Context: an optimization exercise on an open-source flow, tuned for small area. The choices shown serve that exercise and are no tape-out recipe.
Only simulation tests tie the RTL to the original design; equivalence was not proved.
Power is estimated from default activity; no workload was simulated.

## flow/config.mk

```make
export PLATFORM = sky130hd
export DESIGN_NAME = multiplier
export DESIGN_NICKNAME = multiplier
export VERILOG_FILES = /design/flow/design.v
export SDC_FILE = /design/flow/constraint.sdc
export NUM_CORES = 4
export LEC_CHECK = 0
export CAP_MARGIN = 20
export CORE_MARGIN = 2
export CORE_UTILIZATION = 70
export CTS_BUF_LIST = sky130_fd_sc_hd__clkbuf_4 sky130_fd_sc_hd__clkbuf_8
export GPL_TIMING_DRIVEN = 0
export SLEW_MARGIN = 20
export SYNTH_HIERARCHICAL = 1
export SYNTH_MINIMUM_KEEP_SIZE = 0
```

## flow/constraint.sdc

```tcl
create_clock -name core_clock -period 7.5 [get_ports {clk}]
set_input_delay 1.5000 -clock core_clock [delete_from_list [all_inputs] [get_ports {clk}]]
set_output_delay 1.5000 -clock core_clock [all_outputs]
set_load 0.01 [all_outputs]
```

## flow/design.v

```verilog
module multiplier(
  input wire clk,
  input wire rst_n,
  input wire [15:0] a,
  input wire [15:0] b,
  output reg [31:0] res);
  wire w1;
  wire w2;
  wire w3;
  wire w4;
  wire w5;
  wire w6;
  wire w7;
  wire w8;
  wire w9;
  wire w10;
  wire w11;
  wire w12;
  wire w13;
  wire w14;
  wire w15;
  wire w16;
  wire w17;
  wire w18;
  wire w19;
  wire w20;
  wire w21;
  wire w22;
  wire w23;
  wire w24;
  wire w25;
  wire w26;
  wire w27;
  wire w28;
  wire w29;
  wire w30;
  wire w31;
  wire w32;
  wire w33;
  wire w34;
  wire w35;
  wire w36;
  wire w37;
  wire w38;
  wire w39;
  wire w40;
  wire w41;
  wire w42;
  wire w43;
  wire w44;
  wire w45;
  wire w46;
  wire w47;
  wire w48;
  wire w49;
  wire w50;
  wire w51;
  wire w52;
  wire w53;
  wire w54;
  wire w55;
  wire w56;
  wire w57;
  wire w58;
  wire w59;
  wire w60;
  wire w61;
  wire w62;
  wire w63;
  wire w64;
  wire w65;
  wire w66;
  wire w67;
  wire w68;
  wire w69;
  wire w70;
  wire w71;
  wire w72;
  wire w73;
  wire w74;
  wire w75;
  wire w76;
  wire w77;
  wire w78;
  wire w79;
  wire w80;
  wire w81;
  wire w82;
  wire w83;
  wire w84;
  wire w85;
  wire w86;
  wire w87;
  wire w88;
  wire w89;
  wire w90;
  wire w91;
  wire w92;
  wire w93;
  wire w94;
  wire w95;
  wire w96;
  wire w97;
  wire w98;
  wire w99;
  wire w100;
  wire w101;
  wire w102;
  wire w103;
  wire w104;
  wire w105;
  wire w106;
  wire w107;
  wire w108;
  wire w109;
  wire w110;
  wire w111;
  wire w112;
  wire w113;
  wire w114;
  wire w115;
  wire w116;
  wire w117;
  wire w118;
  wire w119;
  wire w120;
  wire w121;
  wire w122;
  wire w123;
  wire w124;
  wire w125;
  wire w126;
  wire w127;
  wire w128;
  wire w129;
  wire w130;
  wire w131;
  wire w132;
  wire w133;
  wire w134;
  wire w135;
  wire w136;
  wire w137;
  wire w138;
  wire w139;
  wire w140;
  wire w141;
  wire w142;
  wire w143;
  wire w144;
  wire w145;
  wire w146;
  wire w147;
  wire w148;
  wire w149;
  wire w150;
  wire w151;
  wire w152;
  wire w153;
  wire w154;
  wire w155;
  wire w156;
  wire w157;
  wire w158;
  wire w159;
  wire w160;
  wire w161;
  wire w162;
  wire w163;
  wire w164;
  wire w165;
  wire w166;
  wire w167;
  wire w168;
  wire w169;
  wire w170;
  wire w171;
  wire w172;
  wire w173;
  wire w174;
  wire w175;
  wire w176;
  wire w177;
  wire w178;
  wire w179;
  wire w180;
  wire w181;
  wire w182;
  wire w183;
  wire w184;
  wire w185;
  wire w186;
  wire w187;
  wire w188;
  wire w189;
  wire w190;
  wire w191;
  wire w192;
  wire w193;
  wire w194;
  wire w195;
  wire w196;
  wire w197;
  wire w198;
  wire w199;
  wire w200;
  wire w201;
  wire w202;
  wire w203;
  wire w204;
  wire w205;
  wire w206;
  wire w207;
  wire w208;
  wire w209;
  wire w210;
  wire w211;
  wire w212;
  wire w213;
  wire w214;
  wire w215;
  wire w216;
  wire w217;
  wire w218;
  wire w219;
  wire w220;
  wire w221;
  wire w222;
  wire w223;
  wire w224;
  wire w225;
  wire w226;
  wire w227;
  wire w228;
  wire w229;
  wire w230;
  wire w231;
  wire w232;
  wire w233;
  wire w234;
  wire w235;
  wire w236;
  wire w237;
  wire w238;
  wire w239;
  wire w240;
  wire w241;
  wire w242;
  wire w243;
  wire w244;
  wire w245;
  wire w246;
  wire w247;
  wire w248;
  wire w249;
  wire w250;
  wire w251;
  wire w252;
  wire w253;
  wire w254;
  wire w255;
  wire w256;
  wire w257;
  wire w258;
  wire w259;
  wire w260;
  wire w261;
  wire w262;
  wire w263;
  wire w264;
  wire w265;
  wire w266;
  wire w267;
  wire w268;
  wire w269;
  wire w270;
  wire w271;
  wire w272;
  wire w273;
  wire w274;
  wire w275;
  wire w276;
  wire w277;
  wire w278;
  wire w279;
  wire w280;
  wire w281;
  wire w282;
  wire w283;
  wire w284;
  wire w285;
  wire w286;
  wire w287;
  wire w288;
  wire w289;
  wire w290;
  wire w291;
  wire w292;
  wire w293;
  wire w294;
  wire w295;
  wire w296;
  wire w297;
  wire w298;
  wire w299;
  wire w300;
  wire w301;
  wire w302;
  wire w303;
  wire w304;
  wire w305;
  wire w306;
  wire w307;
  wire w308;
  wire w309;
  wire w310;
  wire w311;
  wire w312;
  wire w313;
  wire w314;
  wire w315;
  wire w316;
  wire w317;
  wire w318;
  wire w319;
  wire w320;
  wire w321;
  wire w322;
  wire w323;
  wire w324;
  wire w325;
  wire w326;
  wire w327;
  wire w328;
  wire w329;
  wire w330;
  wire w331;
  wire w332;
  wire w333;
  wire w334;
  wire w335;
  wire w336;
  wire w337;
  wire w338;
  wire w339;
  wire w340;
  wire w341;
  wire w342;
  wire w343;
  wire w344;
  wire w345;
  wire w346;
  wire w347;
  wire w348;
  wire w349;
  wire w350;
  wire w351;
  wire w352;
  wire w353;
  wire w354;
  wire w355;
  wire w356;
  wire w357;
  wire w358;
  wire w359;
  wire w360;
  wire w361;
  wire w362;
  wire w363;
  wire w364;
  wire w365;
  wire w366;
  wire w367;
  wire w368;
  wire w369;
  wire w370;
  wire w371;
  wire w372;
  wire w373;
  wire w374;
  wire w375;
  wire w376;
  wire w377;
  wire w378;
  wire w379;
  wire w380;
  wire w381;
  wire w382;
  wire w383;
  wire w384;
  wire w385;
  wire w386;
  wire w387;
  wire w388;
  wire w389;
  wire w390;
  wire w391;
  wire w392;
  wire w393;
  wire w394;
  wire w395;
  wire w396;
  wire w397;
  wire w398;
  wire w399;
  wire w400;
  wire w401;
  wire w402;
  wire w403;
  wire w404;
  wire w405;
  wire w406;
  wire w407;
  wire w408;
  wire w409;
  wire w410;
  wire w411;
  wire w412;
  wire w413;
  wire w414;
  wire w415;
  wire w416;
  wire w417;
  wire w418;
  wire w419;
  wire w420;
  wire w421;
  wire w422;
  wire w423;
  wire w424;
  wire w425;
  wire w426;
  wire w427;
  wire w428;
  wire w429;
  wire w430;
  wire w431;
  wire w432;
  wire w433;
  wire w434;
  wire w435;
  wire w436;
  wire w437;
  wire w438;
  wire w439;
  wire w440;
  wire w441;
  wire w442;
  wire w443;
  wire w444;
  wire w445;
  wire w446;
  wire w447;
  wire w448;
  wire w449;
  wire w450;
  wire w451;
  wire w452;
  wire w453;
  wire w454;
  wire w455;
  wire w456;
  wire w457;
  wire w458;
  wire w459;
  wire w460;
  wire w461;
  wire w462;
  wire w463;
  wire w464;
  wire w465;
  wire w466;
  wire w467;
  wire w468;
  wire w469;
  wire w470;
  wire w471;
  wire w472;
  wire w473;
  wire w474;
  wire w475;
  wire w476;
  wire w477;
  wire w478;
  wire w479;
  wire w480;
  wire w481;
  wire w482;
  wire w483;
  wire w484;
  wire w485;
  wire w486;
  wire w487;
  wire w488;
  wire w489;
  wire w490;
  wire w491;
  wire w492;
  wire w493;
  wire w494;
  wire w495;
  wire w496;
  wire w497;
  wire w498;
  wire w499;
  wire w500;
  wire w501;
  wire w502;
  wire w503;
  wire w504;
  wire w505;
  wire w506;
  wire w507;
  wire w508;
  wire w509;
  wire w510;
  wire w511;
  wire w512;
  wire w513;
  wire w514;
  wire w515;
  wire w516;
  wire w517;
  wire w518;
  wire w519;
  wire w520;
  wire w521;
  wire w522;
  wire w523;
  wire w524;
  wire w525;
  wire w526;
  wire w527;
  wire w528;
  wire w529;
  wire w530;
  wire w531;
  wire w532;
  wire w533;
  wire w534;
  wire w535;
  wire w536;
  wire w537;
  wire w538;
  wire w539;
  wire w540;
  wire w541;
  wire w542;
  wire w543;
  wire w544;
  wire w545;
  wire w546;
  wire w547;
  wire w548;
  wire w549;
  wire w550;
  wire w551;
  wire w552;
  wire w553;
  wire w554;
  wire w555;
  wire w556;
  wire w557;
  wire w558;
  wire w559;
  wire w560;
  wire w561;
  wire w562;
  wire w563;
  wire w564;
  wire w565;
  wire w566;
  wire w567;
  wire w568;
  wire w569;
  wire w570;
  wire w571;
  wire w572;
  wire w573;
  wire w574;
  wire w575;
  wire w576;
  wire w577;
  wire w578;
  wire w579;
  wire w580;
  wire w581;
  wire w582;
  wire w583;
  wire w584;
  wire w585;
  wire w586;
  wire w587;
  wire w588;
  wire w589;
  wire w590;
  wire w591;
  wire w592;
  wire w593;
  wire w594;
  wire w595;
  wire w596;
  wire w597;
  wire w598;
  wire w599;
  wire w600;
  wire w601;
  wire w602;
  wire w603;
  wire w604;
  wire w605;
  wire w606;
  wire w607;
  wire w608;
  wire w609;
  wire w610;
  wire w611;
  wire w612;
  wire w613;
  wire w614;
  wire w615;
  wire w616;
  wire w617;
  wire w618;
  wire w619;
  wire w620;
  wire w621;
  wire w622;
  wire w623;
  wire w624;
  wire w625;
  wire w626;
  wire w627;
  wire w628;
  wire w629;
  wire w630;
  wire w631;
  wire w632;
  wire w633;
  wire w634;
  wire w635;
  wire w636;
  wire w637;
  wire w638;
  wire w639;
  wire w640;
  wire w641;
  wire w642;
  wire w643;
  wire w644;
  wire w645;
  wire w646;
  wire w647;
  wire w648;
  wire w649;
  wire w650;
  wire w651;
  wire w652;
  wire w653;
  wire w654;
  wire w655;
  wire w656;
  wire w657;
  wire w658;
  wire w659;
  wire w660;
  wire w661;
  wire w662;
  wire w663;
  wire w664;
  wire w665;
  wire w666;
  wire w667;
  wire w668;
  wire w669;
  wire w670;
  wire w671;
  wire w672;
  wire w673;
  wire w674;
  wire w675;
  wire w676;
  wire w677;
  wire w678;
  wire w679;
  wire w680;
  wire w681;
  wire w682;
  wire w683;
  wire w684;
  wire w685;
  wire w686;
  wire w687;
  wire w688;
  wire w689;
  wire w690;
  wire w691;
  wire w692;
  wire w693;
  wire w694;
  wire w695;
  wire w696;
  wire w697;
  wire w698;
  wire w699;
  wire w700;
  wire w701;
  wire w702;
  wire w703;
  wire w704;
  wire w705;
  wire w706;
  wire w707;
  wire w708;
  wire w709;
  wire w710;
  wire w711;
  wire w712;
  wire w713;
  wire w714;
  wire w715;
  wire w716;
  wire w717;
  wire w718;
  wire w719;
  wire w720;
  wire w721;
  wire w722;
  wire w723;
  wire w724;
  wire w725;
  wire w726;
  wire w727;
  wire w728;
  wire w729;
  wire w730;
  wire w731;
  wire w732;
  wire w733;
  wire w734;
  wire w735;
  wire w736;
  wire w737;
  wire w738;
  wire w739;
  wire w740;
  wire w741;
  wire w742;
  wire w743;
  wire w744;
  wire w745;
  wire w746;
  wire w747;
  wire w748;
  wire w749;
  wire w750;
  wire w751;
  wire w752;
  wire w753;
  wire w754;
  wire w755;
  wire w756;
  wire w757;
  wire w758;
  wire w759;
  wire w760;
  wire w761;
  wire w762;
  wire w763;
  wire w764;
  wire w765;
  wire w766;
  wire w767;
  wire w769;
  wire w770;
  wire w771;
  wire w772;
  wire w773;
  wire w774;
  wire w775;
  wire w776;
  wire w777;
  wire w778;
  wire w779;
  wire w780;
  wire w781;
  wire w782;
  wire w783;
  wire w784;
  wire w785;
  wire w786;
  wire w787;
  wire w788;
  wire w789;
  wire w790;
  wire w791;
  wire w792;
  wire w793;
  wire w795;
  wire w796;
  wire w797;
  wire w798;
  wire w799;
  wire w800;
  wire w801;
  wire w802;
  wire w803;
  wire w804;
  wire w805;
  wire w806;
  wire w807;
  wire w808;
  wire w809;
  wire w810;
  wire w811;
  wire w812;
  wire w813;
  wire w814;
  wire w815;
  wire w816;
  wire w817;
  wire w818;
  wire w819;
  wire w821;
  wire w822;
  wire w823;
  wire w824;
  wire w825;
  wire w826;
  wire w827;
  wire w828;
  wire w829;
  wire w830;
  wire w831;
  wire w832;
  wire w833;
  wire w834;
  wire w835;
  wire w836;
  wire w837;
  wire w838;
  wire w839;
  wire w841;
  wire w842;
  wire w843;
  wire w844;
  wire w845;
  wire w846;
  wire w847;
  wire w848;
  wire w849;
  wire w850;
  wire w851;
  wire w852;
  wire w853;
  wire w854;
  wire w855;
  wire w856;
  wire [31:0] p;
  c_inv u0 (a[0], w1);
  c_inv u1 (a[1], w2);
  c_inv u2 (a[2], w3);
  c_inv u3 (a[3], w4);
  c_inv u4 (a[4], w5);
  c_inv u5 (a[5], w6);
  c_inv u6 (a[6], w7);
  c_inv u7 (a[7], w8);
  c_inv u8 (a[8], w9);
  c_inv u9 (a[9], w10);
  c_inv u10 (a[10], w11);
  c_inv u11 (a[11], w12);
  c_inv u12 (a[12], w13);
  c_inv u13 (a[13], w14);
  c_inv u14 (a[14], w15);
  c_inv u15 (a[15], w16);
  c_inv u16 (b[0], w17);
  c_inv u17 (b[1], w18);
  c_inv u18 (b[2], w19);
  c_inv u19 (b[3], w20);
  c_inv u20 (b[4], w21);
  c_inv u21 (b[5], w22);
  c_inv u22 (b[6], w23);
  c_inv u23 (b[7], w24);
  c_inv u24 (b[8], w25);
  c_inv u25 (b[9], w26);
  c_inv u26 (b[10], w27);
  c_inv u27 (b[11], w28);
  c_inv u28 (b[12], w29);
  c_inv u29 (b[13], w30);
  c_inv u30 (b[14], w31);
  c_inv u31 (b[15], w32);
  c_nor u32 (w1, w17, w33);
  c_nor u33 (w1, w18, w34);
  c_nor u34 (w1, w19, w35);
  c_nor u35 (w1, w20, w36);
  c_nor u36 (w1, w21, w37);
  c_nor u37 (w1, w22, w38);
  c_nor u38 (w1, w23, w39);
  c_nor u39 (w1, w24, w40);
  c_nor u40 (w1, w25, w41);
  c_nor u41 (w1, w26, w42);
  c_nor u42 (w1, w27, w43);
  c_nor u43 (w1, w28, w44);
  c_nor u44 (w1, w29, w45);
  c_nor u45 (w1, w30, w46);
  c_nor u46 (w1, w31, w47);
  c_nor u47 (w1, w32, w48);
  c_nor u48 (w2, w17, w49);
  c_nor u49 (w2, w18, w50);
  c_nor u50 (w2, w19, w51);
  c_nor u51 (w2, w20, w52);
  c_nor u52 (w2, w21, w53);
  c_nor u53 (w2, w22, w54);
  c_nor u54 (w2, w23, w55);
  c_nor u55 (w2, w24, w56);
  c_nor u56 (w2, w25, w57);
  c_nor u57 (w2, w26, w58);
  c_nor u58 (w2, w27, w59);
  c_nor u59 (w2, w28, w60);
  c_nor u60 (w2, w29, w61);
  c_nor u61 (w2, w30, w62);
  c_nor u62 (w2, w31, w63);
  c_nor u63 (w2, w32, w64);
  c_nor u64 (w3, w17, w65);
  c_nor u65 (w3, w18, w66);
  c_nor u66 (w3, w19, w67);
  c_nor u67 (w3, w20, w68);
  c_nor u68 (w3, w21, w69);
  c_nor u69 (w3, w22, w70);
  c_nor u70 (w3, w23, w71);
  c_nor u71 (w3, w24, w72);
  c_nor u72 (w3, w25, w73);
  c_nor u73 (w3, w26, w74);
  c_nor u74 (w3, w27, w75);
  c_nor u75 (w3, w28, w76);
  c_nor u76 (w3, w29, w77);
  c_nor u77 (w3, w30, w78);
  c_nor u78 (w3, w31, w79);
  c_nor u79 (w3, w32, w80);
  c_nor u80 (w4, w17, w81);
  c_nor u81 (w4, w18, w82);
  c_nor u82 (w4, w19, w83);
  c_nor u83 (w4, w20, w84);
  c_nor u84 (w4, w21, w85);
  c_nor u85 (w4, w22, w86);
  c_nor u86 (w4, w23, w87);
  c_nor u87 (w4, w24, w88);
  c_nor u88 (w4, w25, w89);
  c_nor u89 (w4, w26, w90);
  c_nor u90 (w4, w27, w91);
  c_nor u91 (w4, w28, w92);
  c_nor u92 (w4, w29, w93);
  c_nor u93 (w4, w30, w94);
  c_nor u94 (w4, w31, w95);
  c_nor u95 (w4, w32, w96);
  c_nor u96 (w5, w17, w97);
  c_nor u97 (w5, w18, w98);
  c_nor u98 (w5, w19, w99);
  c_nor u99 (w5, w20, w100);
  c_nor u100 (w5, w21, w101);
  c_nor u101 (w5, w22, w102);
  c_nor u102 (w5, w23, w103);
  c_nor u103 (w5, w24, w104);
  c_nor u104 (w5, w25, w105);
  c_nor u105 (w5, w26, w106);
  c_nor u106 (w5, w27, w107);
  c_nor u107 (w5, w28, w108);
  c_nor u108 (w5, w29, w109);
  c_nor u109 (w5, w30, w110);
  c_nor u110 (w5, w31, w111);
  c_nor u111 (w5, w32, w112);
  c_nor u112 (w6, w17, w113);
  c_nor u113 (w6, w18, w114);
  c_nor u114 (w6, w19, w115);
  c_nor u115 (w6, w20, w116);
  c_nor u116 (w6, w21, w117);
  c_nor u117 (w6, w22, w118);
  c_nor u118 (w6, w23, w119);
  c_nor u119 (w6, w24, w120);
  c_nor u120 (w6, w25, w121);
  c_nor u121 (w6, w26, w122);
  c_nor u122 (w6, w27, w123);
  c_nor u123 (w6, w28, w124);
  c_nor u124 (w6, w29, w125);
  c_nor u125 (w6, w30, w126);
  c_nor u126 (w6, w31, w127);
  c_nor u127 (w6, w32, w128);
  c_nor u128 (w7, w17, w129);
  c_nor u129 (w7, w18, w130);
  c_nor u130 (w7, w19, w131);
  c_nor u131 (w7, w20, w132);
  c_nor u132 (w7, w21, w133);
  c_nor u133 (w7, w22, w134);
  c_nor u134 (w7, w23, w135);
  c_nor u135 (w7, w24, w136);
  c_nor u136 (w7, w25, w137);
  c_nor u137 (w7, w26, w138);
  c_nor u138 (w7, w27, w139);
  c_nor u139 (w7, w28, w140);
  c_nor u140 (w7, w29, w141);
  c_nor u141 (w7, w30, w142);
  c_nor u142 (w7, w31, w143);
  c_nor u143 (w7, w32, w144);
  c_nor u144 (w8, w17, w145);
  c_nor u145 (w8, w18, w146);
  c_nor u146 (w8, w19, w147);
  c_nor u147 (w8, w20, w148);
  c_nor u148 (w8, w21, w149);
  c_nor u149 (w8, w22, w150);
  c_nor u150 (w8, w23, w151);
  c_nor u151 (w8, w24, w152);
  c_nor u152 (w8, w25, w153);
  c_nor u153 (w8, w26, w154);
  c_nor u154 (w8, w27, w155);
  c_nor u155 (w8, w28, w156);
  c_nor u156 (w8, w29, w157);
  c_nor u157 (w8, w30, w158);
  c_nor u158 (w8, w31, w159);
  c_nor u159 (w8, w32, w160);
  c_nor u160 (w9, w17, w161);
  c_nor u161 (w9, w18, w162);
  c_nor u162 (w9, w19, w163);
  c_nor u163 (w9, w20, w164);
  c_nor u164 (w9, w21, w165);
  c_nor u165 (w9, w22, w166);
  c_nor u166 (w9, w23, w167);
  c_nor u167 (w9, w24, w168);
  c_nor u168 (w9, w25, w169);
  c_nor u169 (w9, w26, w170);
  c_nor u170 (w9, w27, w171);
  c_nor u171 (w9, w28, w172);
  c_nor u172 (w9, w29, w173);
  c_nor u173 (w9, w30, w174);
  c_nor u174 (w9, w31, w175);
  c_nor u175 (w9, w32, w176);
  c_nor u176 (w10, w17, w177);
  c_nor u177 (w10, w18, w178);
  c_nor u178 (w10, w19, w179);
  c_nor u179 (w10, w20, w180);
  c_nor u180 (w10, w21, w181);
  c_nor u181 (w10, w22, w182);
  c_nor u182 (w10, w23, w183);
  c_nor u183 (w10, w24, w184);
  c_nor u184 (w10, w25, w185);
  c_nor u185 (w10, w26, w186);
  c_nor u186 (w10, w27, w187);
  c_nor u187 (w10, w28, w188);
  c_nor u188 (w10, w29, w189);
  c_nor u189 (w10, w30, w190);
  c_nor u190 (w10, w31, w191);
  c_nor u191 (w10, w32, w192);
  c_nor u192 (w11, w17, w193);
  c_nor u193 (w11, w18, w194);
  c_nor u194 (w11, w19, w195);
  c_nor u195 (w11, w20, w196);
  c_nor u196 (w11, w21, w197);
  c_nor u197 (w11, w22, w198);
  c_nor u198 (w11, w23, w199);
  c_nor u199 (w11, w24, w200);
  c_nor u200 (w11, w25, w201);
  c_nor u201 (w11, w26, w202);
  c_nor u202 (w11, w27, w203);
  c_nor u203 (w11, w28, w204);
  c_nor u204 (w11, w29, w205);
  c_nor u205 (w11, w30, w206);
  c_nor u206 (w11, w31, w207);
  c_nor u207 (w11, w32, w208);
  c_nor u208 (w12, w17, w209);
  c_nor u209 (w12, w18, w210);
  c_nor u210 (w12, w19, w211);
  c_nor u211 (w12, w20, w212);
  c_nor u212 (w12, w21, w213);
  c_nor u213 (w12, w22, w214);
  c_nor u214 (w12, w23, w215);
  c_nor u215 (w12, w24, w216);
  c_nor u216 (w12, w25, w217);
  c_nor u217 (w12, w26, w218);
  c_nor u218 (w12, w27, w219);
  c_nor u219 (w12, w28, w220);
  c_nor u220 (w12, w29, w221);
  c_nor u221 (w12, w30, w222);
  c_nor u222 (w12, w31, w223);
  c_nor u223 (w12, w32, w224);
  c_nor u224 (w13, w17, w225);
  c_nor u225 (w13, w18, w226);
  c_nor u226 (w13, w19, w227);
  c_nor u227 (w13, w20, w228);
  c_nor u228 (w13, w21, w229);
  c_nor u229 (w13, w22, w230);
  c_nor u230 (w13, w23, w231);
  c_nor u231 (w13, w24, w232);
  c_nor u232 (w13, w25, w233);
  c_nor u233 (w13, w26, w234);
  c_nor u234 (w13, w27, w235);
  c_nor u235 (w13, w28, w236);
  c_nor u236 (w13, w29, w237);
  c_nor u237 (w13, w30, w238);
  c_nor u238 (w13, w31, w239);
  c_nor u239 (w13, w32, w240);
  c_nor u240 (w14, w17, w241);
  c_nor u241 (w14, w18, w242);
  c_nor u242 (w14, w19, w243);
  c_nor u243 (w14, w20, w244);
  c_nor u244 (w14, w21, w245);
  c_nor u245 (w14, w22, w246);
  c_nor u246 (w14, w23, w247);
  c_nor u247 (w14, w24, w248);
  c_nor u248 (w14, w25, w249);
  c_nor u249 (w14, w26, w250);
  c_nor u250 (w14, w27, w251);
  c_nor u251 (w14, w28, w252);
  c_nor u252 (w14, w29, w253);
  c_nor u253 (w14, w30, w254);
  c_nor u254 (w14, w31, w255);
  c_nor u255 (w14, w32, w256);
  c_nor u256 (w15, w17, w257);
  c_nor u257 (w15, w18, w258);
  c_nor u258 (w15, w19, w259);
  c_nor u259 (w15, w20, w260);
  c_nor u260 (w15, w21, w261);
  c_nor u261 (w15, w22, w262);
  c_nor u262 (w15, w23, w263);
  c_nor u263 (w15, w24, w264);
  c_nor u264 (w15, w25, w265);
  c_nor u265 (w15, w26, w266);
  c_nor u266 (w15, w27, w267);
  c_nor u267 (w15, w28, w268);
  c_nor u268 (w15, w29, w269);
  c_nor u269 (w15, w30, w270);
  c_nor u270 (w15, w31, w271);
  c_nor u271 (w15, w32, w272);
  c_nor u272 (w16, w17, w273);
  c_nor u273 (w16, w18, w274);
  c_nor u274 (w16, w19, w275);
  c_nor u275 (w16, w20, w276);
  c_nor u276 (w16, w21, w277);
  c_nor u277 (w16, w22, w278);
  c_nor u278 (w16, w23, w279);
  c_nor u279 (w16, w24, w280);
  c_nor u280 (w16, w25, w281);
  c_nor u281 (w16, w26, w282);
  c_nor u282 (w16, w27, w283);
  c_nor u283 (w16, w28, w284);
  c_nor u284 (w16, w29, w285);
  c_nor u285 (w16, w30, w286);
  c_nor u286 (w16, w31, w287);
  c_nor u287 (w16, w32, w288);
  c_ha u288 (w46, w61, w289, w290);
  c_fa u289 (w47, w62, w77, w291, w292);
  c_ha u290 (w92, w107, w293, w294);
  c_fa u291 (w48, w63, w78, w295, w296);
  c_fa u292 (w93, w108, w123, w297, w298);
  c_ha u293 (w138, w153, w299, w300);
  c_fa u294 (w64, w79, w94, w301, w302);
  c_fa u295 (w109, w124, w139, w303, w304);
  c_ha u296 (w154, w169, w305, w306);
  c_fa u297 (w80, w95, w110, w307, w308);
  c_fa u298 (w125, w140, w155, w309, w310);
  c_fa u299 (w96, w111, w126, w311, w312);
  c_ha u300 (w42, w57, w313, w314);
  c_fa u301 (w43, w58, w73, w315, w316);
  c_ha u302 (w88, w103, w317, w318);
  c_fa u303 (w44, w59, w74, w319, w320);
  c_fa u304 (w89, w104, w119, w321, w322);
  c_ha u305 (w134, w149, w323, w324);
  c_fa u306 (w45, w60, w75, w325, w326);
  c_fa u307 (w90, w105, w120, w327, w328);
  c_fa u308 (w135, w150, w165, w329, w330);
  c_ha u309 (w180, w195, w331, w332);
  c_fa u310 (w76, w91, w106, w333, w334);
  c_fa u311 (w121, w136, w151, w335, w336);
  c_fa u312 (w166, w181, w196, w337, w338);
  c_fa u313 (w211, w226, w241, w339, w340);
  c_fa u314 (w122, w137, w152, w341, w342);
  c_fa u315 (w167, w182, w197, w343, w344);
  c_fa u316 (w212, w227, w242, w345, w346);
  c_fa u317 (w257, w290, w293, w347, w348);
  c_fa u318 (w168, w183, w198, w349, w350);
  c_fa u319 (w213, w228, w243, w351, w352);
  c_fa u320 (w258, w273, w294, w353, w354);
  c_fa u321 (w299, w292, w295, w355, w356);
  c_fa u322 (w184, w199, w214, w357, w358);
  c_fa u323 (w229, w244, w259, w359, w360);
  c_fa u324 (w274, w300, w305, w361, w362);
  c_fa u325 (w296, w298, w301, w363, w364);
  c_fa u326 (w170, w185, w200, w365, w366);
  c_fa u327 (w215, w230, w245, w367, w368);
  c_fa u328 (w260, w275, w306, w369, w370);
  c_fa u329 (w302, w304, w307, w371, w372);
  c_fa u330 (w141, w156, w171, w373, w374);
  c_fa u331 (w186, w201, w216, w375, w376);
  c_fa u332 (w231, w246, w261, w377, w378);
  c_fa u333 (w276, w308, w310, w379, w380);
  c_fa u334 (w112, w127, w142, w381, w382);
  c_fa u335 (w157, w172, w187, w383, w384);
  c_fa u336 (w202, w217, w232, w385, w386);
  c_fa u337 (w247, w262, w277, w387, w388);
  c_fa u338 (w128, w143, w158, w389, w390);
  c_fa u339 (w173, w188, w203, w391, w392);
  c_fa u340 (w218, w233, w248, w393, w394);
  c_fa u341 (w144, w159, w174, w395, w396);
  c_fa u342 (w189, w204, w219, w397, w398);
  c_fa u343 (w160, w175, w190, w399, w400);
  c_ha u344 (w39, w54, w401, w402);
  c_fa u345 (w40, w55, w70, w403, w404);
  c_ha u346 (w85, w100, w405, w406);
  c_fa u347 (w41, w56, w71, w407, w408);
  c_fa u348 (w86, w101, w116, w409, w410);
  c_ha u349 (w131, w146, w411, w412);
  c_fa u350 (w72, w87, w102, w413, w414);
  c_fa u351 (w117, w132, w147, w415, w416);
  c_fa u352 (w162, w177, w313, w417, w418);
  c_fa u353 (w118, w133, w148, w419, w420);
  c_fa u354 (w163, w178, w193, w421, w422);
  c_fa u355 (w314, w317, w315, w423, w424);
  c_fa u356 (w164, w179, w194, w425, w426);
  c_fa u357 (w209, w318, w323, w427, w428);
  c_fa u358 (w316, w319, w321, w429, w430);
  c_fa u359 (w210, w225, w324, w431, w432);
  c_fa u360 (w331, w320, w322, w433, w434);
  c_fa u361 (w325, w327, w329, w435, w436);
  c_fa u362 (w332, w289, w326, w437, w438);
  c_fa u363 (w328, w330, w333, w439, w440);
  c_fa u364 (w335, w337, w339, w441, w442);
  c_fa u365 (w334, w336, w338, w443, w444);
  c_fa u366 (w340, w341, w343, w445, w446);
  c_fa u367 (w345, w291, w347, w447, w448);
  c_fa u368 (w342, w344, w346, w449, w450);
  c_fa u369 (w349, w351, w297, w451, w452);
  c_fa u370 (w348, w353, w355, w453, w454);
  c_fa u371 (w350, w352, w357, w455, w456);
  c_fa u372 (w359, w303, w354, w457, w458);
  c_fa u373 (w361, w356, w363, w459, w460);
  c_fa u374 (w358, w360, w365, w461, w462);
  c_fa u375 (w367, w309, w362, w463, w464);
  c_fa u376 (w369, w364, w371, w465, w466);
  c_fa u377 (w366, w368, w373, w467, w468);
  c_fa u378 (w375, w377, w311, w469, w470);
  c_fa u379 (w370, w372, w379, w471, w472);
  c_fa u380 (w374, w376, w378, w473, w474);
  c_fa u381 (w312, w381, w383, w475, w476);
  c_fa u382 (w385, w387, w380, w477, w478);
  c_fa u383 (w263, w278, w382, w479, w480);
  c_fa u384 (w384, w386, w388, w481, w482);
  c_fa u385 (w389, w391, w393, w483, w484);
  c_fa u386 (w234, w249, w264, w485, w486);
  c_fa u387 (w279, w390, w392, w487, w488);
  c_fa u388 (w394, w395, w397, w489, w490);
  c_fa u389 (w205, w220, w235, w491, w492);
  c_fa u390 (w250, w265, w280, w493, w494);
  c_fa u391 (w396, w398, w399, w495, w496);
  c_fa u392 (w176, w191, w206, w497, w498);
  c_fa u393 (w221, w236, w251, w499, w500);
  c_fa u394 (w266, w281, w400, w501, w502);
  c_fa u395 (w192, w207, w222, w503, w504);
  c_fa u396 (w237, w252, w267, w505, w506);
  c_fa u397 (w208, w223, w238, w507, w508);
  c_ha u398 (w37, w52, w509, w510);
  c_fa u399 (w38, w53, w68, w511, w512);
  c_ha u400 (w83, w98, w513, w514);
  c_fa u401 (w69, w84, w99, w515, w516);
  c_fa u402 (w114, w129, w401, w517, w518);
  c_fa u403 (w115, w130, w145, w519, w520);
  c_fa u404 (w402, w405, w403, w521, w522);
  c_fa u405 (w161, w406, w411, w523, w524);
  c_fa u406 (w404, w407, w409, w525, w526);
  c_fa u407 (w412, w408, w410, w527, w528);
  c_fa u408 (w413, w415, w417, w529, w530);
  c_fa u409 (w414, w416, w419, w531, w532);
  c_fa u410 (w421, w418, w423, w533, w534);
  c_fa u411 (w420, w422, w425, w535, w536);
  c_fa u412 (w427, w424, w429, w537, w538);
  c_fa u413 (w426, w428, w431, w539, w540);
  c_fa u414 (w430, w433, w435, w541, w542);
  c_fa u415 (w432, w434, w437, w543, w544);
  c_fa u416 (w436, w439, w441, w545, w546);
  c_fa u417 (w438, w440, w442, w547, w548);
  c_fa u418 (w443, w445, w447, w549, w550);
  c_fa u419 (w444, w446, w449, w551, w552);
  c_fa u420 (w451, w448, w453, w553, w554);
  c_fa u421 (w450, w452, w455, w555, w556);
  c_fa u422 (w457, w454, w459, w557, w558);
  c_fa u423 (w456, w458, w461, w559, w560);
  c_fa u424 (w463, w460, w465, w561, w562);
  c_fa u425 (w462, w467, w469, w563, w564);
  c_fa u426 (w464, w466, w471, w565, w566);
  c_fa u427 (w468, w470, w473, w567, w568);
  c_fa u428 (w475, w477, w472, w569, w570);
  c_fa u429 (w474, w479, w476, w571, w572);
  c_fa u430 (w481, w483, w478, w573, w574);
  c_fa u431 (w485, w480, w482, w575, w576);
  c_fa u432 (w484, w487, w489, w577, w578);
  c_fa u433 (w486, w491, w493, w579, w580);
  c_fa u434 (w488, w490, w495, w581, w582);
  c_fa u435 (w492, w494, w497, w583, w584);
  c_fa u436 (w499, w496, w501, w585, w586);
  c_fa u437 (w282, w498, w500, w587, w588);
  c_fa u438 (w503, w505, w502, w589, w590);
  c_fa u439 (w253, w268, w283, w591, w592);
  c_fa u440 (w504, w506, w507, w593, w594);
  c_fa u441 (w224, w239, w254, w595, w596);
  c_fa u442 (w269, w284, w508, w597, w598);
  c_fa u443 (w240, w255, w270, w599, w600);
  c_ha u444 (w36, w51, w601, w602);
  c_fa u445 (w67, w82, w97, w603, w604);
  c_fa u446 (w113, w510, w513, w605, w606);
  c_fa u447 (w514, w512, w515, w607, w608);
  c_fa u448 (w516, w519, w518, w609, w610);
  c_fa u449 (w520, w523, w522, w611, w612);
  c_fa u450 (w524, w526, w527, w613, w614);
  c_fa u451 (w528, w531, w530, w615, w616);
  c_fa u452 (w532, w535, w534, w617, w618);
  c_fa u453 (w536, w539, w538, w619, w620);
  c_fa u454 (w540, w543, w542, w621, w622);
  c_fa u455 (w544, w547, w546, w623, w624);
  c_fa u456 (w548, w551, w550, w625, w626);
  c_fa u457 (w552, w555, w554, w627, w628);
  c_fa u458 (w556, w559, w558, w629, w630);
  c_fa u459 (w560, w563, w562, w631, w632);
  c_fa u460 (w564, w567, w566, w633, w634);
  c_fa u461 (w568, w571, w573, w635, w636);
  c_fa u462 (w575, w572, w577, w637, w638);
  c_fa u463 (w579, w576, w578, w639, w640);
  c_fa u464 (w580, w583, w582, w641, w642);
  c_fa u465 (w584, w587, w589, w643, w644);
  c_fa u466 (w591, w588, w593, w645, w646);
  c_fa u467 (w592, w595, w594, w647, w648);
  c_fa u468 (w285, w596, w599, w649, w650);
  c_fa u469 (w256, w271, w286, w651, w652);
  c_ha u470 (w35, w50, w653, w654);
  c_fa u471 (w66, w81, w601, w655, w656);
  c_fa u472 (w602, w509, w603, w657, w658);
  c_fa u473 (w604, w511, w605, w659, w660);
  c_fa u474 (w606, w517, w607, w661, w662);
  c_fa u475 (w608, w521, w609, w663, w664);
  c_fa u476 (w525, w610, w611, w665, w666);
  c_fa u477 (w529, w612, w613, w667, w668);
  c_fa u478 (w614, w533, w615, w669, w670);
  c_fa u479 (w537, w616, w617, w671, w672);
  c_fa u480 (w541, w618, w619, w673, w674);
  c_fa u481 (w545, w620, w621, w675, w676);
  c_fa u482 (w549, w622, w623, w677, w678);
  c_fa u483 (w624, w553, w625, w679, w680);
  c_fa u484 (w557, w626, w627, w681, w682);
  c_fa u485 (w561, w628, w629, w683, w684);
  c_fa u486 (w565, w630, w631, w685, w686);
  c_fa u487 (w569, w632, w633, w687, w688);
  c_fa u488 (w570, w634, w635, w689, w690);
  c_fa u489 (w574, w637, w636, w691, w692);
  c_fa u490 (w581, w638, w639, w693, w694);
  c_fa u491 (w585, w640, w641, w695, w696);
  c_fa u492 (w586, w642, w643, w697, w698);
  c_fa u493 (w590, w645, w644, w699, w700);
  c_fa u494 (w597, w646, w647, w701, w702);
  c_fa u495 (w598, w649, w648, w703, w704);
  c_fa u496 (w600, w651, w650, w705, w706);
  c_fa u497 (w272, w287, w652, w707, w708);
  c_ha u498 (w34, w49, w709, w710);
  c_fa u499 (w65, w710, w653, w711, w712);
  c_fa u500 (w654, w712, w655, w713, w714);
  c_fa u501 (w656, w657, w714, w715, w716);
  c_ha u502 (w658, w659, w717, w718);
  c_xor u503 (w717, w716, w719);
  c_a21oi u504 (w717, w716, w718, w720);
  c_xor u505 (w660, w661, w721);
  c_nor u506 (w660, w661, w722);
  c_xnor u507 (w721, w720, w723);
  c_a21oi u508 (w721, w720, w722, w724);
  c_ha u509 (w662, w663, w725, w726);
  c_xor u510 (w725, w724, w727);
  c_a21oi u511 (w725, w724, w726, w728);
  c_xor u512 (w664, w665, w729);
  c_nor u513 (w664, w665, w730);
  c_xnor u514 (w729, w728, w731);
  c_a21oi u515 (w729, w728, w730, w732);
  c_ha u516 (w666, w667, w733, w734);
  c_xor u517 (w733, w732, w735);
  c_a21oi u518 (w733, w732, w734, w736);
  c_xor u519 (w668, w669, w737);
  c_nor u520 (w668, w669, w738);
  c_xnor u521 (w737, w736, w739);
  c_a21oi u522 (w737, w736, w738, w740);
  c_ha u523 (w670, w671, w741, w742);
  c_xor u524 (w741, w740, w743);
  c_a21oi u525 (w741, w740, w742, w744);
  c_xor u526 (w672, w673, w745);
  c_nor u527 (w672, w673, w746);
  c_xnor u528 (w745, w744, w747);
  c_a21oi u529 (w745, w744, w746, w748);
  c_ha u530 (w674, w675, w749, w750);
  c_xor u531 (w749, w748, w751);
  c_a21oi u532 (w749, w748, w750, w752);
  c_xor u533 (w676, w677, w753);
  c_nor u534 (w676, w677, w754);
  c_xnor u535 (w753, w752, w755);
  c_a21oi u536 (w753, w752, w754, w756);
  c_ha u537 (w678, w679, w757, w758);
  c_xor u538 (w757, w756, w759);
  c_a21oi u539 (w757, w756, w758, w760);
  c_xor u540 (w680, w681, w761);
  c_nor u541 (w680, w681, w762);
  c_xnor u542 (w761, w760, w763);
  c_a21oi u543 (w761, w760, w762, w764);
  c_inv u544 (w764, w765);
  c_ha u545 (w682, w683, w766, w767);
  c_nor u546 (w682, w683, w769);
  c_inv u547 (w767, w770);
  c_xor u548 (w684, w685, w771);
  c_nor u549 (w684, w685, w772);
  c_a21oi u550 (w771, w770, w772, w773);
  c_a21oi u551 (w771, w769, w772, w774);
  c_ha u552 (w686, w687, w775, w776);
  c_a21oi u553 (w775, w773, w776, w777);
  c_a21oi u554 (w775, w774, w776, w778);
  c_xor u555 (w688, w689, w779);
  c_nor u556 (w688, w689, w780);
  c_a21oi u557 (w779, w777, w780, w781);
  c_a21oi u558 (w779, w778, w780, w782);
  c_xor u559 (w766, w764, w783);
  c_o21ai u560 (w765, w769, w770, w784);
  c_xor u561 (w771, w784, w785);
  c_a21oi u562 (w764, w774, w773, w786);
  c_xnor u563 (w775, w786, w787);
  c_o21ai u564 (w765, w778, w777, w788);
  c_xor u565 (w779, w788, w789);
  c_a21oi u566 (w764, w782, w781, w790);
  c_inv u567 (w790, w791);
  c_ha u568 (w690, w691, w792, w793);
  c_nor u569 (w690, w691, w795);
  c_inv u570 (w793, w796);
  c_xor u571 (w692, w693, w797);
  c_nor u572 (w692, w693, w798);
  c_a21oi u573 (w797, w796, w798, w799);
  c_a21oi u574 (w797, w795, w798, w800);
  c_ha u575 (w694, w695, w801, w802);
  c_a21oi u576 (w801, w799, w802, w803);
  c_a21oi u577 (w801, w800, w802, w804);
  c_xor u578 (w696, w697, w805);
  c_nor u579 (w696, w697, w806);
  c_a21oi u580 (w805, w803, w806, w807);
  c_a21oi u581 (w805, w804, w806, w808);
  c_xor u582 (w792, w791, w809);
  c_o21ai u583 (w790, w795, w796, w810);
  c_xor u584 (w797, w810, w811);
  c_a21oi u585 (w791, w800, w799, w812);
  c_xnor u586 (w801, w812, w813);
  c_o21ai u587 (w790, w804, w803, w814);
  c_xor u588 (w805, w814, w815);
  c_a21oi u589 (w791, w808, w807, w816);
  c_inv u590 (w816, w817);
  c_ha u591 (w698, w699, w818, w819);
  c_nor u592 (w698, w699, w821);
  c_inv u593 (w819, w822);
  c_xor u594 (w700, w701, w823);
  c_nor u595 (w700, w701, w824);
  c_a21oi u596 (w823, w822, w824, w825);
  c_a21oi u597 (w823, w821, w824, w826);
  c_ha u598 (w702, w703, w827, w828);
  c_a21oi u599 (w827, w825, w828, w829);
  c_a21oi u600 (w827, w826, w828, w830);
  c_xor u601 (w818, w817, w831);
  c_o21ai u602 (w816, w821, w822, w832);
  c_xor u603 (w823, w832, w833);
  c_a21oi u604 (w817, w826, w825, w834);
  c_xnor u605 (w827, w834, w835);
  c_o21ai u606 (w816, w830, w829, w836);
  c_inv u607 (w836, w837);
  c_ha u608 (w704, w705, w838, w839);
  c_nor u609 (w704, w705, w841);
  c_inv u610 (w839, w842);
  c_xor u611 (w706, w707, w843);
  c_nor u612 (w706, w707, w844);
  c_a21oi u613 (w843, w842, w844, w845);
  c_a21oi u614 (w843, w841, w844, w846);
  c_ha u615 (w708, w288, w847, w848);
  c_a21oi u616 (w847, w845, w848, w849);
  c_a21oi u617 (w847, w846, w848, w850);
  c_xor u618 (w838, w836, w851);
  c_o21ai u619 (w837, w841, w842, w852);
  c_xor u620 (w843, w852, w853);
  c_a21oi u621 (w836, w846, w845, w854);
  c_xnor u622 (w847, w854, w855);
  c_o21ai u623 (w837, w850, w849, w856);
  assign p[0] = w33;
  assign p[1] = w709;
  assign p[2] = w711;
  assign p[3] = w713;
  assign p[4] = w715;
  assign p[5] = w719;
  assign p[6] = w723;
  assign p[7] = w727;
  assign p[8] = w731;
  assign p[9] = w735;
  assign p[10] = w739;
  assign p[11] = w743;
  assign p[12] = w747;
  assign p[13] = w751;
  assign p[14] = w755;
  assign p[15] = w759;
  assign p[16] = w763;
  assign p[17] = w783;
  assign p[18] = w785;
  assign p[19] = w787;
  assign p[20] = w789;
  assign p[21] = w809;
  assign p[22] = w811;
  assign p[23] = w813;
  assign p[24] = w815;
  assign p[25] = w831;
  assign p[26] = w833;
  assign p[27] = w835;
  assign p[28] = w851;
  assign p[29] = w853;
  assign p[30] = w855;
  assign p[31] = w856;
  always @(posedge clk or negedge rst_n) begin
    if (!rst_n) res <= 32'd0;
    else res <= p;
  end
endmodule
module c_a21oi(input wire a1, input wire a2, input wire b1, output wire o);
  assign o = ~((a1 & a2) | b1);
endmodule
module c_fa(input wire x, input wire y, input wire z, output wire s, output wire c);
  assign s = x ^ y ^ z;
  assign c = (x & y) | (x & z) | (y & z);
endmodule
module c_ha(input wire x, input wire y, output wire s, output wire c);
  assign s = x ^ y;
  assign c = x & y;
endmodule
module c_inv(input wire x, output wire o);
  assign o = ~x;
endmodule
module c_nor(input wire x, input wire y, output wire o);
  assign o = ~(x | y);
endmodule
module c_o21ai(input wire a1, input wire a2, input wire b1, output wire o);
  assign o = ~((a1 | a2) & b1);
endmodule
module c_xnor(input wire x, input wire y, output wire o);
  assign o = ~(x ^ y);
endmodule
module c_xor(input wire x, input wire y, output wire o);
  assign o = x ^ y;
endmodule
```

## flow/flow/run.sh

```bash
#!/bin/bash
# Own layout flow: the standard flow (standard.sh), with
#  - port buffers of the smallest buffer cell (buf_1) instead of the default choice,
#  - the a21oi cells that synthesis upsized put back to a21oi_1 before floorplanning
#    (the resizer upsizes again wherever timing needs it).
set -euo pipefail
here=$(pwd)
export BUFFER_PORTS_ARGS="-buffer_cell sky130_fd_sc_hd__buf_1"
export PRE_FLOORPLAN_TCL="$here/flow/pre_floorplan.tcl"
bash standard.sh > "$here/standard_flow.log" 2>&1
```

## flow/flow/pre_floorplan.tcl

```tcl
# Put cells that synthesis upsized back to their smallest size; the resizer upsizes
# again where timing needs it.
set db [ord::get_db]
set swaps {sky130_fd_sc_hd__a21oi_2 sky130_fd_sc_hd__a21oi_1 sky130_fd_sc_hd__o21ai_2 sky130_fd_sc_hd__o21ai_1}
set n 0
foreach inst [[ord::get_db_block] getInsts] {
  set m [[$inst getMaster] getName]
  if {[dict exists $swaps $m]} {
    $inst swapMaster [$db findMaster [dict get $swaps $m]]
    incr n
  }
}
puts "pre_floorplan: downsized $n cells"
```

## flow/standard.sh

```bash
#!/bin/bash
# synth_recipe.tcl (not shown) runs the flow's synth.tcl, then flattens the netlist and writes it again
# the make line also repeats each setting of config.mk as NAME=value (left out here)
make -C /OpenROAD-flow-scripts/flow DESIGN_CONFIG=/design/flow/config.mk WORK_HOME=/design/flow/orfs CLKGATE_MAP_FILE= SYNTH_SCRIPT=/design/flow/synth_recipe.tcl "${@:-finish}"
```

==> impl_results.md, run 1 <==
* Pwr/cell area at approximately 450 mW/mm^2
* Setup TNS at 0 ns
* Final nets at about 1000
* Total number of vias at between 5000 and 6000
* Die ar. at roughly 0.011 sq mm
* Layout Utilization at 0.808
* Fin crit share at 0.971
* Num Clock Sinks at 32
* Slew @ Worst Pin at 0.741 ns
* Slew headroom at 0.506
* Clock transition at path regs at ~0.07 ns
* Most frequent cells in the layout: 272 x nor2_1, 198 x fa_1, 64 x buf_1
* Largest registers: res x32
* Routed len/inst at 19.9 microns
* Height of the chip at 103 microns
* Die X-Extent at just over 100 microns
* Sequential power share at 0.099
* Clock Tree Buf Depth at 2
* Worst-path maximum fanout at 16
* Yosys warns at 7
* Layout cells sized above 1 at 0.0870
* Clock Power Share at 0.043
* Crit path required time at ~7.7 ns
* Max Slew Vio Count at 0
* Rows at 36
* Critical path startpoint category: primary input
* Worst setup EP type: flop
* Most flop-heavy register: res
* Num CTS Buffers at 5
* H-tree depth at 2
* # IOs at between 60 and 70
* Max Cap Violations at 0
* # port buffers at 65
* DRC viols at 0
* Worst Path Arrival at approximately 7.5 ns
* HPWL after detailed placement at between 10 and 15 mm
* Vias in the first global route at 5606
* Root buf cell: clkbuf_8
* Kind of critical path: in -> reg
* Initial Utilization at 0.713
* Tmin final at ~7.3 ns
* Filler instances at 600
* Sequential cell area at 801 sq um
* Cell Int Power at about 1.7 mW
* Antenna viol nets, final at 0
* Pin count of the biggest net entering global routing at 33
* Core Region at roughly 0.0096 sq mm
* Commonest non-fill, non-tap cell in the layout: nor2_1
* Total gr overflow at 0
* Comb power frac at 0.857
* Sw power at ~1.8 mW
* Total track usage at 0.349
* Gpl congestion at just under 0.9
* HP Class: in -> async
* First-pass GRT wire length at between 20 and 30 mm
* Multi-input logic area at around 0.0059 sq mm
* Cts hold-fix bufs at 0
* Initial antenna violation count at 0
* Status: timing/DRC/antenna clean
* First drt pass iteration count at 7
* Vias/cell at ~6.0
* CTS tree: yes
* Sw Ratio at 0.519
* Fin. Hold Viols at 0
* Syn Inst Count at between 600 and 700
* Max reg flops at 32
* Number of diodes at 0
* Initial DRC Count at 490
* Final setup viols at 0
* Leak at 3.64 nW
* Synthesized Nets at about 920
* Post-detailed-routing wire length at between 15 and 20 mm
* Fmax at between 100 and 150 MHz
* Max rail drop VDD at about 0.00062 V
==> power groups by stage <==
stage                     logic (mW)  clock network [mW]  registers, mW
after floorplan                 2.20                   0          0.400
after CTS                       2.88               0.157          0.349
final                           3.01               0.152          0.349
after global routing            3.37               0.165          0.362
after detailed placement        2.87                   0          0.352
after global placement          2.73                   0          0.353
==> repair_timing <==
action                     in CTS  in global routing
hold endpoints to repair        0                  0
setup buffers                   4                 37
resized for setup               5                 13
setup endpoints to repair       2                  7
==> critical path, stage by stage <==
cell and delay (ns):
buf_1 0.16, clkinvlp_4 0.37, nor2_1 0.29, fa_1 0.45, fa_1 0.51, fa_1 0.43, fa_1 0.54, fa_1 0.42
ha_1 0.34, a21oi_1 0.24, a21oi_1 0.14, a21oi_1 0.25, a21oi_1 0.17, a21oi_1 0.36, a21oi_4 0.15, a21oi_2 0.24
inv_1 0.12, a21oi_2 0.26, o21ai_1 0.17, inv_1 0.10, o21ai_1 0.07, xor2_1 0.16
==> worst paths after layout <==
| path | startpoint | endpoint | slack [ns] | cells after the start |
|---|---|---|---|---|
| max in group asynchronous | rst_n | res[22] | 5.77 | 1 |
| hold / removal | rst_n | res[9] | 1.27 | 1 |
| min in group core_clock | a[0] | res[0] | 1.72 | 4 |
| setup / recovery | b[9] | res[29] | 0.22 | 22 |
==> area by class of cell <==
class / count / share of cell area
multi-input combinational: 584 / 0.763
sequential: 32 / 0.103
timing repair buffer: 106 / 0.0742
inverter: 40 / 0.0260
tap: 133 / 0.0214
clock buffer: 8 / 0.0125
==> per-stage QoR <==
| stage | hold slack [ns] | total power, mW | area (sq um) | cells | setup slack, ns |
|---|---|---|---|---|---|
| final | 1.27 | 3.52 | 7790 | 903 | 0.221 |
| after global routing | 1.32 | 3.90 | 7790 | 903 | -0.0436 |
| after CTS | 1.29 | 3.39 | 7430 | 866 | 0.00369 |
| after detailed placement | 1.61 | 3.22 | 7290 | 854 | -0.379 |
| after global placement | 1.94 | 3.09 | 7280 | 854 | -0.164 |
| after floorplan | 1.20 | 2.60 | 6870 | 656 | 0.871 |
==> routing by layer <==
layer / share of wire / GRT usage
met1: 0.34 / 0.427
met2: 0.52 / 0.604
met3: 0.093 / 0.0631
met4: 0.048 / 0.159
met5: 0 / 0.0385
==> run 2: changes to the inputs <==
==> flow/run.sh (new file) <==
#!/bin/bash
# synth_recipe.tcl (not shown) runs the flow's synth.tcl, then flattens the netlist and writes it again
# the make line also repeats each setting of config.mk as NAME=value (left out here)
make -C /OpenROAD-flow-scripts/flow DESIGN_CONFIG=/design/flow/config.mk WORK_HOME=/design/flow/orfs CLKGATE_MAP_FILE= SYNTH_SCRIPT=/design/flow/synth_recipe.tcl finish
--- a/flow/config.mk
+++ b/flow/config.mk
@@ -9,5 +9,3 @@
 export CORE_MARGIN = 2
-export CORE_UTILIZATION = 70
-export CTS_BUF_LIST = sky130_fd_sc_hd__clkbuf_4 sky130_fd_sc_hd__clkbuf_8
-export GPL_TIMING_DRIVEN = 0
+export CORE_UTILIZATION = 40
 export SLEW_MARGIN = 20
removed: flow/flow/run.sh
removed: flow/flow/pre_floorplan.tcl
removed: flow/standard.sh
==> run 2 against run 1 <==
Compared with the run above: die area grew 75%; sequential share of layout area is 0.80 points lower; non-clock buffer count up 5; critical path type unchanged.
==> impl_results.md, run 2 <==
* Synth Flop Type: dfrtp_1
* Synthesized Nets at 918 (unchanged)
* Fmax at 143 MHz (+4.3%)
* H-tree depth at 2 (unchanged)
* Number of diodes at 0 (unchanged)
* Met2 wire length at 9.92 mm (+5.8%)
* Fin area at 0.00845 sq mm (+8.5%)
* Max reg flops at 32 (unchanged)
* Non-Filler Instances at 1000 (+11%)
* Post-CTS setup buffers at 0 (-4)
* Die ar. at 0.0186 sq mm (+75%)
* Pin count of the biggest net entering global routing at 33 (unchanged)
* Clock transition at path regs at 0.06 ns (about the same)
* Post-synth EDFFs at 0
* CP peak stage delay at 0.56 ns (+0.02 ns)
* Yosys top cell by area: fa_1
* Final nets at 1036 (+0.48%)
* Vias in the first global route at 6137 (+9.5%)
* # IOs at 66 (unchanged)
* Setup WS pre-CTS at 0.210 ns (+0.589 ns)
* Count leader, synth: nor2_1
* Sw Ratio at 0.506 (-0.0132)
* Metal1 wirelength at 7.09 mm (+17%)
* DRC viols at 0 (unchanged)
* Initial DRC Count at 349 (-29%)
* HPWL after detailed placement at 16.0 mm (+24%)
* Worst Setup SP: b[5]
* Sequential power share at 0.088 (-0.011)
* Max Slew Vio Count at 0 (unchanged)
* Syn Inst Count at 656 (unchanged)
* Top Layer Used: met4
* Final setup viols at 0 (unchanged)
* Commonest non-fill, non-tap cell in the layout: nor2_1
* Sw power at 2.04 mW (+12%)
* Clock Tree Buf Depth at 2 (unchanged)
* Post-synth cell types at 9
* Initial Utilization at 0.407 (-0.306)
* Pwr/cell area at 477 mW/mm^2 (+5.6%)
* Commonest cells post-synth: 272 x nor2_1, 198 x fa_1, 40 x inv_1
* Vias/cell at 5.22 (-14%)
* Area grow syn2layout at 20.4%
* Leak at 3.94 nW (+8.2%)
* HP Class: in -> async
* Critical Path, Cell by Cell: clkdlybuf4s50_1 > inv_1 > nor2_1 > fa_1 > fa_1 > fa_1 > fa_1 > xor2_1 > a21oi_2 > a21oi_2 > a21oi_2 > a21oi_2 > a21oi_2 > a21oi_2 > a21oi_2 > a21oi_2 > a21oi_2 > a21oi_2 > inv_1 > a21oi_2 > o21ai_1 > inv_1 > o21ai_1 > xor2_1
* Post-CTS resize count at 0 (-5)
* Cts hold-fix bufs at 0 (unchanged)
* CTS tree: yes
* Worst setup EP type: flop
* Kind of critical path: in -> reg
* Layout cells sized above 1 at 0.120 (+0.0330)
* Critical path startpoint category: primary input
* # port buffers at 65 (unchanged)
* Rows at 48 (+33%)
* Setup TNS at 0 ns (unchanged)
* Area after DPL at 0.00830 sq mm (+14%)
* Post-Syn Area per Cell at approximately 11 sq um
* Tmin final at 6.98 ns (-0.298 ns)
* Comb power frac at 0.859 (+0.002)
* Placed cell count at 992 (+16%)
* Worst Path Arrival at 7.14 ns (-0.31 ns)
* Antenna viol nets, final at 0 (unchanged)
* Top post-synthesis cells by area: fa_1 56%, nor2_1 15%, dfrtp_1 11%, ha_1 5.3%, a21oi_2 4.7%
* First-pass GRT wire length at 31.6 mm (+16%)
* Post-Syn Area at 0.00702 sq mm
* Clock Power Share at 0.053 (+0.010)
* Post-detailed-routing wire length at 19.1 mm (+6.3%)
* Met3 wire length at 1.41 mm (-16%)
* Worst-path maximum fanout at 11 (-5)
* Total gr overflow at 0 (unchanged)
* Slew @ Worst Pin at 0.790 ns (+0.0497 ns)
* Worst path most repeated cell: a21oi_2
* Slew headroom at 0.473 (-0.0331)
* Core Region at 0.0172 sq mm (+79%)
* Routed len/inst at 19.1 microns (-4.0%)
* Top cell family by delay on the critical path: compound AO/OA/AOI/OAI gates
* Most flop-heavy register: res
* Async S/R FF share, synth at 1.00
* Fin. Hold Viols at 0 (unchanged)
* Largest registers: res x32
* Register area share after synthesis at 0.114
* Status: timing/DRC/antenna clean
* Stages on worst setup path at 24 (+9.1%)
* First drt pass iteration count at 4 (-3)
* Total track usage at 0.228 (-0.121)
* Crit path required time at 7.66 ns (about the same)
* Yosys warns at 7 (unchanged)
* Synthesized flop and latch total at 32
* Gpl congestion at 0.920 (+3.0%)
* Total number of vias at 5221 (-4.4%)
* Worst setup endpoint: res[29]
* Unrepaired setup endpoints after global routing: false
* CP bufs+invs at 4 (unchanged)
* Max Cap Violations at 0 (unchanged)
* Num CTS Buffers at 5 (unchanged)
* Height of the chip at 136 microns (+32%)
* Initial antenna violation count at 0 (unchanged)
* Die X-Extent at 136 microns (+32%)
* Fin worst setup slack at 0.519 ns (+0.298 ns)
* Root buf cell: clkbuf_16
* Fin crit share at 0.931 (-0.0397)
* Num Clock Sinks at 32 (unchanged)
* Max rail drop VDD at 0.000477 V (-23%)
* Slowest CP cell: fa_1
* Cell Int Power at 1.99 mW (+18%)
* Top-area cell type share of the netlist area at 0.565
* Most frequent cells in the layout: 272 x nor2_1, 198 x fa_1, 64 x clkdlybuf4s50_1
==> run 2: worst min path at each step <==
stage                     start  endpoint  cells past startpoint
after floorplan           rst_n    res[0]                      0
after global placement    rst_n    res[2]                      1
after detailed placement  rst_n    res[1]                      1
after CTS                 rst_n    res[1]                      1
after global routing      rst_n    res[2]                      1
final                     rst_n    res[2]                      1
==> run 2: metrics by stage <==
step,util,power [mW],hold slack (ns)
after CTS,0.490,4.08,1.33
after floorplan,-,2.99,1.20
after global routing,0.490,4.48,1.37
final,0.490,4.03,1.29
after global placement,0.482,3.76,1.64
after detailed placement,0.482,3.84,1.65
==> run 2: routing by layer <==
metal | vias to the layer above | global-route usage
li1 | 2246 | -
met1 | 2745 | 0.277
met2 | 191 | 0.392
met3 | 39 | 0.0559
met4 | 0 | 0.0903
met5 | - | 0
==> run 2: cells by family (layout without fill, tap and decap cells) <==
logic type | count (synthesis) | in the layout | share of synthesized area
simple gates | 272 | 272 | 0.146
xor+xnor | 38 | 38 | 0.0474
flops | 32 | 32 | 0.114
compound gates | 46 | 46 | 0.0531
fa+ha+maj | 228 | 228 | 0.618
buf+inv | 40 | 159 | 0.0214
==> run 2: final cells by class <==
class	count	area [sq um]
clock buffers	5	125
clock inverters	3	18.8
fillers	1576	8790
inverters	40	150
multi-input cells	584	6070
flip-flops and latches	32	801
well taps	225	282
repair buffers	111	1000
==> run 2: Yosys stat by module, one instance, submodules excluded <==
module      flops+latches  area (sq um)  copies in the design
c_xor                   0          8.76                    28
c_inv                   0          3.75                    40
c_o21ai                 0          5.00                     8
c_xnor                  0          8.76                    10
c_nor                   0          3.75                   272
c_ha                    0          12.5                    30
multiplier             32           801                     1
c_a21oi                 0          8.76                    38
c_fa                    0          20.0                   198
==> run 2: power groups by stage <==
stage | clock network [mW] | registers, mW | logic (mW)
3_5_place_dp | 0 | 0.358 | 3.48
2_1_floorplan | 0 | 0.400 | 2.59
3_3_place_gp | 0 | 0.359 | 3.40
5_1_grt | 0.230 | 0.364 | 3.88
4_1_cts | 0.223 | 0.357 | 3.50
6_report | 0.214 | 0.355 | 3.46

==> afterwards: timing with drivers on the ports <==
In the flow no input, the clock included, has a driving cell. The finished layouts below were timed again as built, in two steps. Step 1 assumes that a clkbuf_16 drives the clock port and a buf_2 every other input. Step 2 moves the port delays by t, midway between the first and last clock arrival at a register: inputs arrive t later, outputs are due t later. That takes back most of the time a late clock gives input paths. Three values: no drivers, after step 1, after step 2; two values: the first two.
run | shift t [ns] | setup slack, ns | worst register clock-pin slew, ns | pins driven straight from the clock port
run 1 | 0.336 | 0.221 / 0.240 / -0.095 | 0.07 / 0.07 | 1
run 2 | 0.337 | 0.519 / 0.534 / 0.197 | 0.06 / 0.06 | 1
Met with ideal ports but missed after step 2: setup timing in run 1. For run 2, which loses most, drivers alone change the setup slack by +0.015 ns; drivers and shift together by -0.322 ns.
